Source: an optimization exercise on an open RTL-to-GDS flow (aim: small area and a short achievable clock period). Production flows keep margins and buffers that such runs may drop.
Function was checked by simulation only, so behaviour that the tests miss may differ from the original.

### flow/design.v
module sigma_delta_ADC(
    input clk,
    input reset,
    input [23:0] analog_in,
    output [32:0] digital_out
);
wire [12*9-1:0] lo_all;   
wire [12*9-1:0] hi_all;
wire f;
reg [12-1:0] in_hi;       
reg          dout;
assign lo_all[12-1:0] = analog_in[12-1:0];
assign hi_all[12-1:0] = in_hi;
genvar k;
generate for (k = 1; k <= 8; k = k + 1) begin : integ
    reg [12-1:0] lo;    
    reg [12-1:0] hi;    
    reg          cy;    
    wire [12-1:0] lo_n;
    wire [12-1:0] hi_n;
    wire cy_n;
    add_lo u_lo(.a(lo), .b(lo_all[12*(k-1) +: 12]), .ci(f), .s(lo_n), .co(cy_n));
    add_hi u_hi(.a(hi), .b(hi_all[12*(k-1) +: 12]), .ci(cy), .s(hi_n));
    always @(posedge clk or posedge reset) begin
        if (reset) begin
            lo <= 0;
            hi <= 0;
            cy <= 1'b0;
        end else begin
            lo <= lo_n;
            cy <= cy_n;
            hi <= hi_n;
        end
    end
    assign lo_all[12*k +: 12] = lo;
    assign hi_all[12*k +: 12] = hi;
end endgenerate
assign f = hi_all[12*8 + 12-1];    
always @(posedge clk or posedge reset) begin
    if (reset) begin
        in_hi <= 0;
        dout <= 1'b0;
    end else begin
        in_hi <= analog_in[23:12];
        dout <= f;
    end
end
assign digital_out = {1'b0, {24{dout}}, 8'b0};
endmodule
module add_lo(input [11:0] a, input [11:0] b, input ci, output [11:0] s, output co);
wire n1;
g_xor2 u1(.a(a[0]), .b(b[0]), .y(n1));
wire n2;
g_nand2 u2(.a(a[0]), .b(b[0]), .y(n2));
wire n3;
g_nor2 u3(.a(a[0]), .b(b[0]), .y(n3));
wire n4;
g_xor2 u4(.a(a[1]), .b(b[1]), .y(n4));
wire n5;
g_nand2 u5(.a(a[1]), .b(b[1]), .y(n5));
wire n6;
g_nor2 u6(.a(a[1]), .b(b[1]), .y(n6));
wire n7;
g_xor2 u7(.a(a[2]), .b(b[2]), .y(n7));
wire n8;
g_nand2 u8(.a(a[2]), .b(b[2]), .y(n8));
wire n9;
g_nor2 u9(.a(a[2]), .b(b[2]), .y(n9));
wire n10;
g_xor2 u10(.a(a[3]), .b(b[3]), .y(n10));
wire n11;
g_nand2 u11(.a(a[3]), .b(b[3]), .y(n11));
wire n12;
g_nor2 u12(.a(a[3]), .b(b[3]), .y(n12));
wire n13;
g_xor2 u13(.a(a[4]), .b(b[4]), .y(n13));
wire n14;
g_nand2 u14(.a(a[4]), .b(b[4]), .y(n14));
wire n15;
g_nor2 u15(.a(a[4]), .b(b[4]), .y(n15));
wire n16;
g_xor2 u16(.a(a[5]), .b(b[5]), .y(n16));
wire n17;
g_nand2 u17(.a(a[5]), .b(b[5]), .y(n17));
wire n18;
g_nor2 u18(.a(a[5]), .b(b[5]), .y(n18));
wire n19;
g_xor2 u19(.a(a[6]), .b(b[6]), .y(n19));
wire n20;
g_nand2 u20(.a(a[6]), .b(b[6]), .y(n20));
wire n21;
g_nor2 u21(.a(a[6]), .b(b[6]), .y(n21));
wire n22;
g_xor2 u22(.a(a[7]), .b(b[7]), .y(n22));
wire n23;
g_nand2 u23(.a(a[7]), .b(b[7]), .y(n23));
wire n24;
g_nor2 u24(.a(a[7]), .b(b[7]), .y(n24));
wire n25;
g_xor2 u25(.a(a[8]), .b(b[8]), .y(n25));
wire n26;
g_nand2 u26(.a(a[8]), .b(b[8]), .y(n26));
wire n27;
g_nor2 u27(.a(a[8]), .b(b[8]), .y(n27));
wire n28;
g_xor2 u28(.a(a[9]), .b(b[9]), .y(n28));
wire n29;
g_nand2 u29(.a(a[9]), .b(b[9]), .y(n29));
wire n30;
g_nor2 u30(.a(a[9]), .b(b[9]), .y(n30));
wire n31;
g_xor2 u31(.a(a[10]), .b(b[10]), .y(n31));
wire n32;
g_nand2 u32(.a(a[10]), .b(b[10]), .y(n32));
wire n33;
g_nor2 u33(.a(a[10]), .b(b[10]), .y(n33));
wire n34;
g_xor2 u34(.a(a[11]), .b(b[11]), .y(n34));
wire n35;
g_nand2 u35(.a(a[11]), .b(b[11]), .y(n35));
wire n36;
g_nor2 u36(.a(a[11]), .b(b[11]), .y(n36));
wire n37;
g_inv u37(.a(ci), .y(n37));
wire n38;
g_oai21 u38(.a1(n3), .a2(n37), .b1(n2), .y(n38));
wire n39;
g_oai21 u39(.a1(n9), .a2(n5), .b1(n8), .y(n39));
wire n40;
g_nor2 u40(.a(n9), .b(n6), .y(n40));
wire n41;
g_oai21 u41(.a1(n15), .a2(n11), .b1(n14), .y(n41));
wire n42;
g_nor2 u42(.a(n15), .b(n12), .y(n42));
wire n43;
g_oai21 u43(.a1(n21), .a2(n17), .b1(n20), .y(n43));
wire n44;
g_nor2 u44(.a(n21), .b(n18), .y(n44));
wire n45;
g_oai21 u45(.a1(n27), .a2(n23), .b1(n26), .y(n45));
wire n46;
g_nor2 u46(.a(n27), .b(n24), .y(n46));
wire n47;
g_oai21 u47(.a1(n33), .a2(n29), .b1(n32), .y(n47));
wire n48;
g_nor2 u48(.a(n33), .b(n30), .y(n48));
wire n49;
g_inv u49(.a(n38), .y(n49));
wire n50;
g_oai21 u50(.a1(n6), .a2(n49), .b1(n5), .y(n50));
wire n51;
g_aoi21 u51(.a1(n40), .a2(n38), .b1(n39), .y(n51));
wire n52;
g_inv u52(.a(n41), .y(n52));
wire n53;
g_oai21 u53(.a1(n18), .a2(n52), .b1(n17), .y(n53));
wire n54;
g_inv u54(.a(n42), .y(n54));
wire n55;
g_nor2 u55(.a(n18), .b(n54), .y(n55));
wire n56;
g_aoi21 u56(.a1(n44), .a2(n41), .b1(n43), .y(n56));
wire n57;
g_nand2 u57(.a(n44), .b(n42), .y(n57));
wire n58;
g_inv u58(.a(n45), .y(n58));
wire n59;
g_oai21 u59(.a1(n30), .a2(n58), .b1(n29), .y(n59));
wire n60;
g_inv u60(.a(n46), .y(n60));
wire n61;
g_nor2 u61(.a(n30), .b(n60), .y(n61));
wire n62;
g_aoi21 u62(.a1(n48), .a2(n45), .b1(n47), .y(n62));
wire n63;
g_nand2 u63(.a(n48), .b(n46), .y(n63));
wire n64;
g_oai21 u64(.a1(n12), .a2(n51), .b1(n11), .y(n64));
wire n65;
g_oai21 u65(.a1(n54), .a2(n51), .b1(n52), .y(n65));
wire n66;
g_inv u66(.a(n51), .y(n66));
wire n67;
g_aoi21 u67(.a1(n55), .a2(n66), .b1(n53), .y(n67));
wire n68;
g_oai21 u68(.a1(n57), .a2(n51), .b1(n56), .y(n68));
wire n69;
g_oai21 u69(.a1(n36), .a2(n62), .b1(n35), .y(n69));
wire n70;
g_nor2 u70(.a(n36), .b(n63), .y(n70));
wire n71;
g_inv u71(.a(n68), .y(n71));
wire n72;
g_oai21 u72(.a1(n24), .a2(n71), .b1(n23), .y(n72));
wire n73;
g_oai21 u73(.a1(n60), .a2(n71), .b1(n58), .y(n73));
wire n74;
g_aoi21 u74(.a1(n61), .a2(n68), .b1(n59), .y(n74));
wire n75;
g_oai21 u75(.a1(n63), .a2(n71), .b1(n62), .y(n75));
wire n76;
g_aoi21 u76(.a1(n70), .a2(n68), .b1(n69), .y(n76));
wire n77;
g_xor2 u77(.a(n1), .b(ci), .y(n77));
wire n78;
g_xor2 u78(.a(n4), .b(n38), .y(n78));
wire n79;
g_xor2 u79(.a(n7), .b(n50), .y(n79));
wire n80;
g_xor2 u80(.a(n10), .b(n66), .y(n80));
wire n81;
g_xor2 u81(.a(n13), .b(n64), .y(n81));
wire n82;
g_xor2 u82(.a(n16), .b(n65), .y(n82));
wire n83;
g_xnor2 u83(.a(n19), .b(n67), .y(n83));
wire n84;
g_xor2 u84(.a(n22), .b(n68), .y(n84));
wire n85;
g_xor2 u85(.a(n25), .b(n72), .y(n85));
wire n86;
g_xor2 u86(.a(n28), .b(n73), .y(n86));
wire n87;
g_xnor2 u87(.a(n31), .b(n74), .y(n87));
wire n88;
g_xor2 u88(.a(n34), .b(n75), .y(n88));
wire n89;
g_inv u89(.a(n76), .y(n89));
assign s[0] = n77;
assign s[1] = n78;
assign s[2] = n79;
assign s[3] = n80;
assign s[4] = n81;
assign s[5] = n82;
assign s[6] = n83;
assign s[7] = n84;
assign s[8] = n85;
assign s[9] = n86;
assign s[10] = n87;
assign s[11] = n88;
assign co = n89;
endmodule
module add_hi(input [11:0] a, input [11:0] b, input ci, output [11:0] s);
wire n1;
g_xor2 u1(.a(a[0]), .b(b[0]), .y(n1));
wire n2;
g_nand2 u2(.a(a[0]), .b(b[0]), .y(n2));
wire n3;
g_nor2 u3(.a(a[0]), .b(b[0]), .y(n3));
wire n4;
g_xor2 u4(.a(a[1]), .b(b[1]), .y(n4));
wire n5;
g_nand2 u5(.a(a[1]), .b(b[1]), .y(n5));
wire n6;
g_nor2 u6(.a(a[1]), .b(b[1]), .y(n6));
wire n7;
g_xor2 u7(.a(a[2]), .b(b[2]), .y(n7));
wire n8;
g_nand2 u8(.a(a[2]), .b(b[2]), .y(n8));
wire n9;
g_nor2 u9(.a(a[2]), .b(b[2]), .y(n9));
wire n10;
g_xor2 u10(.a(a[3]), .b(b[3]), .y(n10));
wire n11;
g_nand2 u11(.a(a[3]), .b(b[3]), .y(n11));
wire n12;
g_nor2 u12(.a(a[3]), .b(b[3]), .y(n12));
wire n13;
g_xor2 u13(.a(a[4]), .b(b[4]), .y(n13));
wire n14;
g_nand2 u14(.a(a[4]), .b(b[4]), .y(n14));
wire n15;
g_nor2 u15(.a(a[4]), .b(b[4]), .y(n15));
wire n16;
g_xor2 u16(.a(a[5]), .b(b[5]), .y(n16));
wire n17;
g_nand2 u17(.a(a[5]), .b(b[5]), .y(n17));
wire n18;
g_nor2 u18(.a(a[5]), .b(b[5]), .y(n18));
wire n19;
g_xor2 u19(.a(a[6]), .b(b[6]), .y(n19));
wire n20;
g_nand2 u20(.a(a[6]), .b(b[6]), .y(n20));
wire n21;
g_nor2 u21(.a(a[6]), .b(b[6]), .y(n21));
wire n22;
g_xor2 u22(.a(a[7]), .b(b[7]), .y(n22));
wire n23;
g_nand2 u23(.a(a[7]), .b(b[7]), .y(n23));
wire n24;
g_nor2 u24(.a(a[7]), .b(b[7]), .y(n24));
wire n25;
g_xor2 u25(.a(a[8]), .b(b[8]), .y(n25));
wire n26;
g_nand2 u26(.a(a[8]), .b(b[8]), .y(n26));
wire n27;
g_nor2 u27(.a(a[8]), .b(b[8]), .y(n27));
wire n28;
g_xor2 u28(.a(a[9]), .b(b[9]), .y(n28));
wire n29;
g_nand2 u29(.a(a[9]), .b(b[9]), .y(n29));
wire n30;
g_nor2 u30(.a(a[9]), .b(b[9]), .y(n30));
wire n31;
g_xor2 u31(.a(a[10]), .b(b[10]), .y(n31));
wire n32;
g_nand2 u32(.a(a[10]), .b(b[10]), .y(n32));
wire n33;
g_nor2 u33(.a(a[10]), .b(b[10]), .y(n33));
wire n34;
g_xor2 u34(.a(a[11]), .b(b[11]), .y(n34));
wire n35;
g_inv u35(.a(ci), .y(n35));
wire n36;
g_oai21 u36(.a1(n3), .a2(n35), .b1(n2), .y(n36));
wire n37;
g_oai21 u37(.a1(n9), .a2(n5), .b1(n8), .y(n37));
wire n38;
g_nor2 u38(.a(n9), .b(n6), .y(n38));
wire n39;
g_oai21 u39(.a1(n15), .a2(n11), .b1(n14), .y(n39));
wire n40;
g_nor2 u40(.a(n15), .b(n12), .y(n40));
wire n41;
g_oai21 u41(.a1(n21), .a2(n17), .b1(n20), .y(n41));
wire n42;
g_nor2 u42(.a(n21), .b(n18), .y(n42));
wire n43;
g_oai21 u43(.a1(n27), .a2(n23), .b1(n26), .y(n43));
wire n44;
g_nor2 u44(.a(n27), .b(n24), .y(n44));
wire n45;
g_oai21 u45(.a1(n33), .a2(n29), .b1(n32), .y(n45));
wire n46;
g_nor2 u46(.a(n33), .b(n30), .y(n46));
wire n47;
g_inv u47(.a(n36), .y(n47));
wire n48;
g_oai21 u48(.a1(n6), .a2(n47), .b1(n5), .y(n48));
wire n49;
g_aoi21 u49(.a1(n38), .a2(n36), .b1(n37), .y(n49));
wire n50;
g_inv u50(.a(n39), .y(n50));
wire n51;
g_oai21 u51(.a1(n18), .a2(n50), .b1(n17), .y(n51));
wire n52;
g_inv u52(.a(n40), .y(n52));
wire n53;
g_nor2 u53(.a(n18), .b(n52), .y(n53));
wire n54;
g_aoi21 u54(.a1(n42), .a2(n39), .b1(n41), .y(n54));
wire n55;
g_nand2 u55(.a(n42), .b(n40), .y(n55));
wire n56;
g_inv u56(.a(n43), .y(n56));
wire n57;
g_oai21 u57(.a1(n30), .a2(n56), .b1(n29), .y(n57));
wire n58;
g_inv u58(.a(n44), .y(n58));
wire n59;
g_nor2 u59(.a(n30), .b(n58), .y(n59));
wire n60;
g_aoi21 u60(.a1(n46), .a2(n43), .b1(n45), .y(n60));
wire n61;
g_nand2 u61(.a(n46), .b(n44), .y(n61));
wire n62;
g_oai21 u62(.a1(n12), .a2(n49), .b1(n11), .y(n62));
wire n63;
g_oai21 u63(.a1(n52), .a2(n49), .b1(n50), .y(n63));
wire n64;
g_inv u64(.a(n49), .y(n64));
wire n65;
g_aoi21 u65(.a1(n53), .a2(n64), .b1(n51), .y(n65));
wire n66;
g_oai21 u66(.a1(n55), .a2(n49), .b1(n54), .y(n66));
wire n67;
g_inv u67(.a(n66), .y(n67));
wire n68;
g_oai21 u68(.a1(n24), .a2(n67), .b1(n23), .y(n68));
wire n69;
g_oai21 u69(.a1(n58), .a2(n67), .b1(n56), .y(n69));
wire n70;
g_aoi21 u70(.a1(n59), .a2(n66), .b1(n57), .y(n70));
wire n71;
g_oai21 u71(.a1(n61), .a2(n67), .b1(n60), .y(n71));
wire n72;
g_xor2 u72(.a(n1), .b(ci), .y(n72));
wire n73;
g_xor2 u73(.a(n4), .b(n36), .y(n73));
wire n74;
g_xor2 u74(.a(n7), .b(n48), .y(n74));
wire n75;
g_xor2 u75(.a(n10), .b(n64), .y(n75));
wire n76;
g_xor2 u76(.a(n13), .b(n62), .y(n76));
wire n77;
g_xor2 u77(.a(n16), .b(n63), .y(n77));
wire n78;
g_xnor2 u78(.a(n19), .b(n65), .y(n78));
wire n79;
g_xor2 u79(.a(n22), .b(n66), .y(n79));
wire n80;
g_xor2 u80(.a(n25), .b(n68), .y(n80));
wire n81;
g_xor2 u81(.a(n28), .b(n69), .y(n81));
wire n82;
g_xnor2 u82(.a(n31), .b(n70), .y(n82));
wire n83;
g_xor2 u83(.a(n34), .b(n71), .y(n83));
assign s[0] = n72;
assign s[1] = n73;
assign s[2] = n74;
assign s[3] = n75;
assign s[4] = n76;
assign s[5] = n77;
assign s[6] = n78;
assign s[7] = n79;
assign s[8] = n80;
assign s[9] = n81;
assign s[10] = n82;
assign s[11] = n83;
endmodule
module g_inv(input a, output y);            assign y = ~a;              endmodule
module g_nand2(input a, input b, output y); assign y = ~(a & b);        endmodule
module g_nor2(input a, input b, output y);  assign y = ~(a | b);        endmodule
module g_xor2(input a, input b, output y);  assign y = a ^ b;           endmodule
module g_xnor2(input a, input b, output y); assign y = ~(a ^ b);        endmodule
module g_aoi21(input a1, input a2, input b1, output y); assign y = ~((a1 & a2) | b1); endmodule
module g_oai21(input a1, input a2, input b1, output y); assign y = ~((a1 | a2) & b1); endmodule
### flow/run.sh
#!/bin/bash
# synth_recipe.tcl (not shown) runs the flow's synth.tcl, then flattens the netlist and writes it again
# the make line also repeats each setting of config.mk as NAME=value (left out here)
make -C /OpenROAD-flow-scripts/flow DESIGN_CONFIG=/design/flow/config.mk WORK_HOME=/design/flow/orfs CLKGATE_MAP_FILE= SYNTH_SCRIPT=/design/flow/synth_recipe.tcl finish
### flow/config.mk
export PLATFORM = sky130hd
export DESIGN_NAME = sigma_delta_ADC
export DESIGN_NICKNAME = sigma_delta_ADC
export VERILOG_FILES = /design/flow/design.v
export SDC_FILE = /design/flow/constraint.sdc
export NUM_CORES = 4
export LEC_CHECK = 0
export CAP_MARGIN = 20
export CORE_MARGIN = 2
export CORE_UTILIZATION = 40
export SLEW_MARGIN = 20
export SYNTH_HIERARCHICAL = 1
export SYNTH_MINIMUM_KEEP_SIZE = 0
### flow/constraint.sdc
create_clock -name core_clock -period 4.0 [get_ports {clk}]
set_input_delay 0.8000 -clock core_clock [delete_from_list [all_inputs] [get_ports {clk}]]
set_output_delay 0.8000 -clock core_clock [all_outputs]
set_load 0.01 [all_outputs]
==> metrics.csv, run 1 <==
stage;metric;value;unit
placed_design;I/O Buffers;49;
clock_network;# clock sinks;213;
sta;setup repair after global routing missed its margin;no;
worst_setup_path;slowest stage delay, CP;0.76;ns
synthesis;mux contribution to synthesized area;0;
layout;commonest cells after routing, fill and taps aside;xor2_1 (352), nor2_1 (304), o21ai_1 (248);
grt;initial antenna violation count;0;
synthesis;synth warn;7;
synthesis;Seq cells post-synth;213;
sta;Worst-Margin Slew;0.8541;ns
routing;DR vias/cell;4.493;
synthesis;Netlist Area Pre-Place;14860;um2
clock_network;Bufs on Longest Clock Path;3;
synthesis;xor-xnor portion of the synthesized cell area;0.2263;
floorplanning;# rows;70;
routing;Total Routed Length;23330;um
worst_setup_path;R2R depth;7;
synthesis;Synth Area in Simple Gates;0.1313;
worst_setup_path;crit-path cells;clkdlybuf4s50_1;
synthesis;Seq/Total Area, Yosys;0.3586;
placed_design;DP HPWL;16540;um
grt;vias in the first global route;9346;
sta;Worst Skew;0.01140;ns
worst_setup_path;type of origin of the critical path;flop;
clock_network;Hold Buf Count CTS;0;
worst_setup_path;R2R Path Start;integ[8].hi[11];
layout;Final Util;0.4157;
synthesis;Synth Area per Inst;8.185;um2
worst_setup_path;critical-path maximum fanout;24;
placed_design;GPL Wtd Cong;0.7867;
layout;n_diodes;0;
routing;routed vias;9727;
routing;residual DRC count;0;
worst_setup_path;CP startpoint;dout;
clock_network;Post-CTS Setup Bufs;0;
synthesis;Synth cell types;10;
worst_setup_path;Required @ worst endpoint;3.20;ns
floorplanning;CORE AREA;36610;um2
routing;drt wl/cell;10.78;um
sta;Total Neg Setup Slack;0;ns
floorplanning;Die Height;196.8;um
hold_path;worst hold path class;reg -> reg;
clock_network;CTS tree;done;
sta;Peak Freq;363.4;MHz
grt;pin count of the biggest net entering global routing;130;
synthesis;largest family of logic cells by synthesized area;XOR/XNOR gates;
worst_setup_path;RR Endpoint;integ[6].lo[9];
worst_setup_path;CP bufs+invs;1;
worst_setup_path;Worst EP arrival;1.95;ns
grt;GRT Residual Overflow;0;
layout;layout cells sized above 1;0.07896;
sta;Pins Over Slew Limit;0;
clock_network;Clk pin slew, worst setup/hold paths;0.06;ns
synthesis;biggest area consumer among synthesized cells;dfrtp_1;
synthesis;adder-cell share of the synthesized area;0;
routing;First DRT Iteration DRCs;401;
sta;final setup violating endpoints;0;
layout;Layout area overhead;2.374;%
clock_network;Worst-Skew Late Latency;0.53;ns
routing;first-pass iteration count of the detailed router;4;
layout;most common cell after layout, fill and taps aside;xor2_1;
grt;global-route wire length before repair;41280;um
layout;Nets;1704;
flow_run;Max Cap Violations;0;
worst_setup_path;Worst setup endpoint;digital_out[24];
synthesis;Post-Synthesis Cells;1816;
sta;post-route clock period utilization;0.6879;
sta;final worst path period need;2.752;ns
clock_network;CTS root buffer;clkbuf_16;
layout;fin cells;2165;
worst_setup_path;crit path kind;reg -> out;
sta;Final Hold Violating Endpoints;0;
sta;slew margin rel.;0.4306;
floorplanning;Die ar.;38720;um2
floorplanning;Starting Density;0.4060;
clock_network;total CTS buffers;26;
floorplanning;die width;196.8;um
worst_setup_path;crit-path leading delay family;flip-flops;
worst_setup_path;WP depth;1;
synthesis;top post-synthesis cells by area;dfrtp_1 (36%), xor2_1 (21%), buf_4 (11%);
layout;Fill cells;3562;
synthesis;share of the synthesized area in the top cell type;0.3586;
worst_setup_path;CP max-delay cell;dfrtp_1;
synthesis;compound-gate portion of the synthesized area;0.1354;
placed_design;DP Cell Count;2118;
run_status;status;timing/DRC/antenna clean;
routing;post-detailed-route count of antenna-violating nets;0;
worst_setup_path;R2R setup slack;1.57;ns
clock_network;cts repair resizes;0;
worst_setup_path;Critical Path End Type;primary output;
clock_network;htree depth;1;
floorplanning;I/O Pins;59;
grt;gr usage total;0.1229;
==> cell usage after synthesis <==
cell / count
xor2_1: 352
nor2_1: 304
o21ai_1: 248
buf_4: 225
nand2_1: 216
dfrtp_1: 213
inv_1: 137
a21oi_2: 88
xnor2_1: 32
conb_1: 1
==> registers in the layout, indices dropped and copies added (netlist names) <==
register / count
in_hi: 12
integ.hi: 96
dout: 1
integ.cy: 8
integ.lo: 96
==> logic make-up after synthesis <==
kind of cell	after synthesis
xor+xnor	384
buf+inv	362
compound gates	336
flops	213
other cells	1
simple gates	520
==> per-module statistics from Yosys (local to each module, per instance), a selection <==
module,cells inside,cell area [um2],times used,flops+latches
add_lo,12,90.09,8,0
g_xnor2,1,8.758,32,0
g_oai21,1,5.005,248,0
g_xor2,1,8.758,352,0
g_nor2,1,3.754,304,0
sigma_delta_ADC,248,5585,1,213
==> layer usage <==
layer,GRT usage,vias up,wire [um]
li1,-,5227,-
met1,0.1591,4406,11370
met3,0.01814,33,507
met4,0.02813,0,489
met5,0,-,0
met2,0.2163,61,10960
==> worst reg2reg max path, stage by stage (launching register included) <==
cell and delay, ns:
dfrtp_1 0.89, inv_1 0.10, o21ai_1 0.29, a21oi_2 0.13, o21ai_1 0.43, inv_1 0.14
o21ai_1 0.19, xor2_1 0.17
==> worst min-delay path by stage <==
stage                     end   startpoint  cells after the start
2_1_floorplan  integ[1].hi[0]  integ[1].cy                      2
3_3_place_gp   integ[7].hi[0]  integ[7].cy                      1
3_5_place_dp   integ[8].hi[0]  integ[8].cy                      1
4_1_cts        integ[8].hi[0]  integ[8].cy                      1
5_1_grt        integ[8].hi[0]  integ[8].cy                      1
6_report       integ[3].hi[0]  integ[3].cy                      1
==> through the flow <==
stage / area (um2) / worst slack, ns / hold slack [ns]
after CTS: 15220 / 1.158 / 0.4455
after global placement: 14330 / 1.247 / 0.4461
after detailed placement: 14330 / 1.234 / 0.4512
after global routing: 15220 / 1.072 / 0.4651
final: 15220 / 1.248 / 0.4583
after floorplan: 14900 / 0.4298 / 0.5567
==> cell type report <==
type	instances	area (um2)	share of cell area
Inverter	137	518.0	0.03404
Tap cell	468	585.6	0.03848
Multi-Input combinational cell	1249	7361	0.4837
Clock buffer	36	759.5	0.04991
Sequential cell	213	5330	0.3503
Clock inverter	11	132.6	0.008716
Timing Repair Buffer	51	530.5	0.03486
==> inputs of run 2 (changes only) <==
--- a/flow/config.mk
+++ b/flow/config.mk
@@ -9,4 +9,5 @@
 export CORE_MARGIN = 2
 export CORE_UTILIZATION = 40
+export SETUP_SLACK_MARGIN = 2.4
 export SLEW_MARGIN = 20
 export SYNTH_HIERARCHICAL = 1
==> metrics.csv, run 2 <==
stage;metric;value;unit
run_status;status;timing/DRC/antenna clean;
hold_path;Hold EP;integ[4].hi[0];
synthesis;Netlist Area Pre-Place;14860;um2
hold_path;Hold Path Cell Cnt;1;
clock_network;Bufs on Longest Clock Path;3;
worst_setup_path;Critical Path End Type;primary output;
synthesis;largest family of logic cells by synthesized area;XOR/XNOR gates;
synthesis;synth warn;7;
clock_network;Hold Buf Count CTS;0;
worst_setup_path;CP max-delay cell;dfrtp_4;
sta;Worst Skew;0.009081;ns
synthesis;Post-Synthesis Cells;1816;
floorplanning;Starting Density;0.4060;
layout;Nets;1781;
grt;global-route wire length before repair;43010;um
worst_setup_path;Required @ worst endpoint;3.20;ns
routing;first-pass iteration count of the detailed router;4;
layout;multi-input logic area;8041;um2
clock_network;Clk pin slew, worst setup/hold paths;0.06;ns
worst_setup_path;Worst EP arrival;1.35;ns
grt;GRT Residual Overflow;0;
layout;n_diodes;0;
synthesis;share of the synthesized area in the top cell type;0.3586;
routing;drt wl/cell;11.50;um
sta;post-route clock period utilization;0.5376;
worst_setup_path;type of origin of the critical path;flop;
layout;layout cells sized above 1;0.2504;
layout;Final Util;0.4589;
flow_run;Max Cap Violations;0;
synthesis;synth cell count leaders;xor2_1 (352), nor2_1 (304), o21ai_1 (248);
worst_setup_path;RR Endpoint;integ[1].lo[10];
synthesis;FFs w/ async S/R, synth;1.000;
synthesis;compound-gate portion of the synthesized area;0.1354;
layout;Fill cells;3512;
placed_design;DP HPWL;17190;um
worst_setup_path;crit-path cells;clkbuf_16 -> buf_6;
clock_network;CTS root buffer;clkbuf_16;
synthesis;top post-synthesis cells by area;dfrtp_1 (36%), xor2_1 (21%), buf_4 (11%);
floorplanning;Die Height;196.8;um
routing;Total Routed Length;25770;um
worst_setup_path;R2R depth;9;
synthesis;Synth Flop Type;dfrtp_1;
layout;most common cell after layout, fill and taps aside;xor2_1;
placed_design;GPL Wtd Cong;0.7477;
sta;setup repair after global routing missed its margin;yes;
clock_network;total CTS buffers;25;
synthesis;Post-synth EDFFs;0;
worst_setup_path;R2R setup slack;2.39;ns
clock_network;# clock sinks;213;
sta;final worst path period need;2.150;ns
layout;commonest cells after routing, fill and taps aside;xor2_1 (352), nor2_1 (269), nand2_1 (215);
layout;Layout area overhead;13.01;%
synthesis;xor-xnor portion of the synthesized cell area;0.2263;
layout;Regs by FF count;integ.hi (96), integ.lo (96), in_hi (12);
synthesis;most instantiated library cell after synthesis;xor2_1;
routing;post-detailed-route count of antenna-violating nets;0;
floorplanning;die width;196.8;um
routing;First DRT Iteration DRCs;355;
sta;Final Hold Violating Endpoints;0;
clock_network;CTS tree;done;
clock_network;htree depth;1;
synthesis;Seq/Total Area, Yosys;0.3586;
worst_setup_path;slowest stage delay, CP;0.53;ns
hold_path;hold_sp;integ[4].cy;
floorplanning;I/O Pins;59;
clock_network;Worst-Skew Late Latency;0.52;ns
routing;residual DRC count;0;
synthesis;biggest area consumer among synthesized cells;dfrtp_1;
worst_setup_path;critical-path maximum fanout;6;
synthesis;mux contribution to synthesized area;0;
floorplanning;# rows;70;
grt;gr usage total;0.1285;
worst_setup_path;R2R Path Start;integ[8].hi[11];
routing;routed vias;10328;
grt;pin count of the biggest net entering global routing;53;
grt;vias in the first global route;9666;
routing;DR vias/cell;4.609;
synthesis;adder-cell share of the synthesized area;0;
worst_setup_path;crit path kind;reg -> out;
hold_path;worst hold path class;reg -> reg;
sta;final setup violating endpoints;0;
floorplanning;Die ar.;38720;um2
layout;register area;5425;um2
sta;Pins Over Slew Limit;0;
grt;initial antenna violation count;0;
synthesis;Synth Area in Simple Gates;0.1313;
floorplanning;CORE AREA;36610;um2
synthesis;Seq cells post-synth;213;
synthesis;Synth Area per Inst;8.185;um2
sta;Peak Freq;465.0;MHz
sta;Total Neg Setup Slack;0;ns
placed_design;I/O Buffers;49;
synthesis;Synth cell types;10;
-- run 2: worst max-delay path, delay by kind of cell (launching register included) --
kind     cells  cell delay, ns
buf+inv      2            0.30
flops        1            0.53
-- run 2: worst max-delay path by stage --
stage                       from         endpoint  slack (ns)  depth (start not counted)
detailed placement  analog_in[0]   integ[1].lo[9]        1.43                          8
floorplan                  reset             dout        0.43                          1
finish                      dout  digital_out[12]        1.85                          2
global route                dout  digital_out[10]        1.81                          2
CTS                         dout  digital_out[17]        1.79                          2
global placement    analog_in[0]   integ[1].lo[9]        1.48                          8
-- run 2: cells by family (layout without fill, tap and decap cells) --
| family | count (synthesis) | in the layout |
|---|---|---|
| compound gates | 336 | 336 |
| xor+xnor | 384 | 384 |
| buf+inv | 362 | 311 |
| flops | 213 | 213 |
| other cells | 1 | 9 |
| simple gates | 520 | 520 |
-- run 2: modules after synthesis (local to each module, per instance) --
module           area [um2]  flops+latches
sigma_delta_ADC        5585            213
add_hi                90.09              0
g_xnor2               8.758              0
g_inv                 3.754              0
g_xor2                8.758              0
add_lo                90.09              0
g_oai21               5.005              0
g_nor2                3.754              0
g_aoi21               8.758              0
g_nand2               3.754              0
-- run 2: timing repair --
item / in CTS / in global routing
buffers inserted: 27 / 45
endpoints found under the hold margin: 0 / 0
cloned: 0 / 2
gates resized for setup: 164 / 229
pin swaps: 26 / 81
setup endpoints to repair: 137 / 95
-- run 2: through the flow --
step	instances	hold slack (ns)	setup WS, ns	instance area (um2)
after floorplan	1824	0.5567	0.4298	14950
after global placement	2121	0.4455	1.475	14430
after detailed placement	2122	0.4509	1.427	14450
after CTS	2194	0.4427	1.791	15880
after global routing	2241	0.4680	1.811	16800
final	2241	0.4430	1.850	16800
-- run 2: area by class of cell --
| class | count | area share |
|---|---|---|
| multi-input cells | 1249 | 0.4787 |
| flip-flops and latches | 213 | 0.3230 |
| repair buffers | 129 | 0.07642 |
| clock buffers | 30 | 0.04074 |
| well taps | 468 | 0.03486 |
| inverters | 137 | 0.03277 |
| clock inverters | 15 | 0.01356 |
-- run 2: layer usage --
| layer | vias up | GRT usage | routed length, um |
|---|---|---|---|
| li1 | 5395 | - | - |
| met1 | 4834 | 0.1646 | 11910 |
| met2 | 61 | 0.2301 | 12860 |
| met3 | 38 | 0.01591 | 479 |
| met4 | 0 | 0.03091 | 520 |
| met5 | - | 0 | 0 |

[afterwards: timing with drivers on the ports]
The flow's constraints put no driver on any port. The routed layouts listed below were extracted and timed again, unchanged, in two steps. Step 1: set_driving_cell puts a clkbuf_16 on clk and a buf_2 on each other input, an assumption about the parent block. Step 2, shift: input delay + t, output delay - t, t = (earliest + latest rising clock arrival at the registers) / 2. This alone moves slack from input paths to output paths. a / b / c = no drivers / after step 1 / after step 2; a / b = the first two.
run	t, ns	setup slack, ns	slew at the worst register clock pin (ns)
run 1	0.570	1.248 / 1.200 / 1.250	0.06 / 0.06
run 2	0.566	1.850 / 1.801 / 1.874	0.06 / 0.06
After both steps every run listed still meets setup and hold.
